From an optimization exercise on the open Yosys and OpenROAD flow, aimed at small area, a short achievable clock period and few clock cycles; shortcuts taken in it are not production practice.
Function was checked by simulation only, so behaviour that the tests miss may differ from the original.

==> flow/design.v (excerpt) <==
module NfiVe_MDU (
	input clk,
	input rst_n,
	input start,
	output done,
	input [2:0] op,
	input mul_div,
	input [31:0] op1, op2,
	output [31:0] result
);
Settings: LEC_CHECK=0, ABC_AREA=1, CAP_MARGIN=20, CORE_MARGIN=2, CORE_UTILIZATION=45, PLACE_DENSITY=0.75, SLEW_MARGIN=20; clock period 10.0 ns.
standard.sh (not shown) runs the stock make flow with config.mk's settings and CLKGATE_MAP_FILE= SYNTH_SCRIPT=/design/flow/synth_recipe.tcl, a recipe that flattens the netlist after the stock synthesis.
==> flow/flow/run.sh <==
#!/bin/bash
set -euo pipefail
cd "$(dirname "$0")/.."
knobs=()
while IFS= read -r line; do
  [[ -n "$line" ]] && knobs+=("$line")
done < flow/knobs.txt
bash standard.sh "${knobs[@]}" finish > flow_standard.log 2>&1
==> flow/flow/knobs.txt <==
SETUP_SLACK_MARGIN=6.5
TNS_END_PERCENT=0
Testbench counts at the start, summed over its fixed seeds: cycles 22,552.
Edit:
==> flow/flow/knobs.txt (replaced) <==
SETUP_SLACK_MARGIN=5.5
TNS_END_PERCENT=0
PLACE_DENSITY = not set   (was 0.75)
After rerunning: The changed run passed the timing, design-rule and antenna checks. Final area fell by 8.9%. Area after synthesis does not change. Setup slack got worse by 0.51 ns. Via count falls by 4.2%. Count of clock-buffer cells in the layout drops by 3. Routed wire length stays flat. Hold slack gets better by 0.0074 ns. Non-clock buffer count came out lower by 83. Global-route usage climbs by 0.94 points. Die area is unchanged.

---

Setup of lane 1:
The RTL this note starts from:
==> flow/design.v <==
`timescale          1ns/1ps
`default_nettype    none
module NfiVe_MDU (
	input clk,
	input rst_n,
	input start,
	output done,
	input [2:0] op,
	input mul_div,
	input [31:0] op1, op2,
	output [31:0] result
);
	reg st_mul, st_pre, st_div, st_corr, st_fin;
	wire st_idle = ~(st_mul | st_pre | st_div | st_corr | st_fin);
	reg        done_r;
	reg        rem;     
	reg        mulhi;   
	reg        dv;      
	reg [4:0]  cnt;
	reg [32:0] M;       
	reg [31:0] B;       
	reg [33:0] acc;     
	reg        corr;    
	reg        inv;     
	reg        sa;      
	reg        finw;    
	reg        one0, two0, neg0, one1, two1, neg1;   
	reg        r0z, r0i;                             
	assign done = done_r;
	assign result = B;
	wire        sgn_div = ~op[0];
	wire        a_neg = sgn_div & op1[31];
	wire        b_neg = sgn_div & op2[31];
	wire [31:0] a_abs = a_neg ? (~op1 + 32'd1) : op1;
	wire [31:0] b_abs = b_neg ? (~op2 + 32'd1) : op2;
	wire        msx = M[32] & ~dv;
	wire [34:0] m35 = {msx, msx, M};
	wire [34:0] m2  = {msx, M, 1'b0};
	wire [34:0] pp0 = ({35{one0}} & m35 | {35{two0}} & m2) ^ {35{neg0}};
	wire [34:0] pp1 = ({35{one1}} & m35 | {35{two1}} & m2) ^ {35{neg1}};
	wire [36:0] r0 = ({{3{acc[33]}}, acc} & {37{~r0z}}) ^ {37{r0i}};
	wire [36:0] r1 = {{2{pp0[34]}}, pp0};
	wire [36:0] r2 = {pp1, neg1, neg1 | r0i};
	wire [36:0] cs_s = r0 ^ r1 ^ r2;
	wire [36:0] cs_c = (r0 & r1) | (r0 & r2) | (r1 & r2);
	wire [37:0] sum_x = {cs_s, 1'b1} + {cs_c[35:0], neg1, neg0};
	wire [36:0] sum = sum_x[37:1];
	wire        sneg = sum[36];
	wire [2:0] nb0 = st_idle ? {op2[1:0], 1'b0} : B[5:3];
	wire [2:0] nb1 = st_idle ? op2[3:1] : B[7:5];
	wire [5:0] za, zb;
	lzc32 u_lza (.x(acc[31:0]), .z(za));
	lzc32 u_lzb (.x(M[31:0]), .z(zb));
	wire [6:0] sdiff = {1'b0, zb} - {1'b0, za};
	wire       b_zero = zb[5];
	wire       s_neg = sdiff[6];
	wire       quick = b_zero | s_neg;
	wire [31:0] m_al = M[31:0] << sdiff[4:0];
	wire       inv_n = rem ? sa : (sa ^ inv);
	wire mul_last = st_mul & (cnt == 5'd0);
	wire div_last = st_div & (cnt == 5'd0);
	wire [31:0] q_new = {B[30:0], ~sneg};
	always @(posedge clk or negedge rst_n) begin
		if (~rst_n) begin
			st_mul <= 1'b0; st_pre <= 1'b0; st_div <= 1'b0; st_corr <= 1'b0; st_fin <= 1'b0;
			done_r <= 1'b0;
		end else begin
			st_mul <= st_idle & start & mul_div | st_mul & (cnt != 5'd0);
			st_corr <= mul_last & corr;
			st_pre <= st_idle & start & ~mul_div;
			st_div <= st_pre & ~quick | st_div & (cnt != 5'd0);
			st_fin <= st_pre & quick | div_last & (rem | inv);
			done_r <= st_mul & (cnt == 5'd1) & ~corr
			        | mul_last & corr
			        | st_pre & quick
			        | st_pre & ~quick & (sdiff[4:0] == 5'd0) & ~rem & ~inv_n
			        | st_div & (cnt == 5'd1) & ~rem & ~inv
			        | div_last & (rem | inv);
		end
	end
	always @(posedge clk) begin
		if (st_idle | st_mul) begin
			one0 <= nb0[1] ^ nb0[0];
			two0 <= (nb0[2] & ~nb0[1] & ~nb0[0]) | (~nb0[2] & nb0[1] & nb0[0]);
			neg0 <= nb0[2];
			one1 <= nb1[1] ^ nb1[0];
			two1 <= (nb1[2] & ~nb1[1] & ~nb1[0]) | (~nb1[2] & nb1[1] & nb1[0]);
			neg1 <= nb1[2];
			r0z <= 1'b0;
			r0i <= 1'b0;
		end
		if (st_idle & start & ~mul_div) begin
			one0 <= 1'b1; two0 <= 1'b0; neg0 <= 1'b1;
			one1 <= 1'b0; two1 <= 1'b0; neg1 <= 1'b0;
		end
		if (mul_last) begin
			one0 <= 1'b1; two0 <= 1'b0; neg0 <= 1'b0;
			one1 <= 1'b0; two1 <= 1'b0; neg1 <= 1'b0;
		end
		if (st_pre & quick) begin
			one0 <= 1'b0; neg0 <= 1'b0;
			r0i <= rem & sa;
		end
		if (st_div) begin
			if (cnt != 5'd0)
				neg0 <= ~sneg;
			else if (rem) begin
				one0 <= sneg;
				neg0 <= sneg & inv;
				r0i <= inv;
			end else begin
				neg0 <= 1'b1;
				r0z <= 1'b1;
			end
		end
		if (st_idle & start) begin
			rem <= op[1];
			mulhi <= op[1:0] != 2'b00;
			dv <= ~mul_div;
			if (mul_div) begin
				M <= {op[1:0] != 2'b11 & op1[31], op1};
				B <= op2;
				acc <= 34'd0;
				cnt <= 5'd7;
				corr <= op[1] & op2[31];
			end else begin
				M <= {1'b0, b_abs};
				acc <= {2'b00, a_abs};
				sa <= a_neg;
				inv <= b_neg;    
			end
		end
		if (st_mul) begin
			acc <= {sum[36], sum[36:4]};
			if (cnt == 5'd0 && mulhi && !corr)
				B <= sum[35:4];
			else
				B <= {sum[3:0], B[31:4]};
			cnt <= cnt - 5'd1;
		end
		if (st_corr) B <= sum[31:0];
		if (st_pre) begin
			finw <= rem;
			if (quick) begin
				B <= b_zero ? 32'hffffffff : 32'd0;
			end else begin
				B <= 32'd0;
				M <= {1'b0, m_al};
				cnt <= sdiff[4:0];
				inv <= inv_n;
			end
		end
		if (st_div) begin
			acc <= sum[33:0];
			cnt <= cnt - 5'd1;
			if (cnt != 5'd0) begin
				M <= {1'b0, M[32:1]};
				B <= q_new;
			end else if (!rem) begin
				if (inv) begin
					M <= {1'b0, q_new};
					finw <= 1'b1;
				end else
					B <= q_new;
			end
		end
		if (st_fin & finw) B <= sum[31:0];
	end
endmodule
module lzc32 (
	input  [31:0] x,
	output [5:0]  z
);
	wire [7:0] v;
	wire [15:0] g;   
	genvar i;
	generate
		for (i = 0; i < 8; i = i + 1) begin : grp
			wire [3:0] n = x[4*i+3:4*i];
			assign v[i] = |n;
			assign g[2*i+1:2*i] = n[3] ? 2'd0 : n[2] ? 2'd1 : n[1] ? 2'd2 : 2'd3;
		end
	endgenerate
	wire [3:0] v8;
	wire [11:0] g8;
	generate
		for (i = 0; i < 4; i = i + 1) begin : p8
			assign v8[i] = v[2*i+1] | v[2*i];
			assign g8[3*i+2:3*i] = v[2*i+1] ? {1'b0, g[4*i+3:4*i+2]} : {1'b1, g[4*i+1:4*i]};
		end
	endgenerate
	wire [1:0] v16;
	wire [7:0] g16;
	generate
		for (i = 0; i < 2; i = i + 1) begin : p16
			assign v16[i] = v8[2*i+1] | v8[2*i];
			assign g16[4*i+3:4*i] = v8[2*i+1] ? {1'b0, g8[6*i+5:6*i+3]} : {1'b1, g8[6*i+2:6*i]};
		end
	endgenerate
	assign z = v16[1] ? {2'b00, g16[7:4]} :
	           v16[0] ? {2'b01, g16[3:0]} : 6'd32;
endmodule
==> flow/config.mk <==
export PLATFORM = sky130hd
export DESIGN_NAME = NfiVe_MDU
export DESIGN_NICKNAME = NfiVe_MDU
export VERILOG_FILES = /design/flow/design.v
export SDC_FILE = /design/flow/constraint.sdc
export NUM_CORES = 4
export LEC_CHECK = 0
export ABC_AREA = 1
export CAP_MARGIN = 20
export CORE_MARGIN = 2
export CORE_UTILIZATION = 45
export SLEW_MARGIN = 20
==> flow/constraint.sdc <==
create_clock -name core_clock -period 10.0 [get_ports {clk}]
set_input_delay 2.0000 -clock core_clock [delete_from_list [all_inputs] [get_ports {clk}]]
set_output_delay 2.0000 -clock core_clock [all_outputs]
set_load 0.01 [all_outputs]
==> flow/flow/knobs.txt <==
SETUP_SLACK_MARGIN=6.5
TNS_END_PERCENT=0
BUFFER_PORTS_ARGS=-buffer_cell sky130_fd_sc_hd__buf_4
Scripts as last shown in full above: flow/flow/run.sh
Testbench counts of lane 1, summed over its fixed seeds: cycles 22,552.
#### Input delta (lane 4 over lane 1)
==> flow/flow/knobs.txt <==
SETUP_SLACK_MARGIN=6.5
TNS_END_PERCENT=0
BUFFER_PORTS_ARGS=-buffer_cell sky130_fd_sc_hd__buf_2
Lane 4 did not stop at any stage, and its layout met the timing, design-rule and antenna checks. No stage failed in lane 1, and the final checks on the layout all came back clean. In lane 4, the number of iterations in the first detailed-routing pass came out 2 above the value in lane 1. Comparing lane 1 and lane 4, the lower met2 layer usage reported by global route is on lane 1. Count of placed standard cells in the final layout, fillers left out (lane 4 over lane 1): decrease, 12. Taking lane 1 as the reference, in lane 4 hold-critical path depth lost 1; layout net count lost 0.43%.

[separate check: timing with driven ports]
The flow's constraints put no driver on any port. The routed layouts listed below were extracted and timed again, unchanged, in two steps.
Step 1: set_driving_cell puts a clkbuf_16 on clk and a buf_2 on each other input, an assumption about the parent block.
Step 2 also shifts input and output timing later by t, the mid clock arrival at the registers, as if the neighbouring blocks saw the same clock.
a / b / c = no drivers / after step 1 / after step 2; a / b = the first two.
run	shift t [ns]	slack for setup (ns)	cell pins on the clock port's net
the first run of note 1	0.497	6.023 / 6.023 / 5.616	1
the second run of note 1	0.530	5.517 / 5.517 / 5.047	1
lane 1	0.509	5.991 / 5.991 / 5.650	1
lane 4	0.522	5.982 / 5.982 / 5.525	1
After both steps every run listed still meets setup and hold. For the second run of note 1, which loses most, drivers alone change the setup slack by 0.000 ns; drivers and shift together by -0.470 ns.
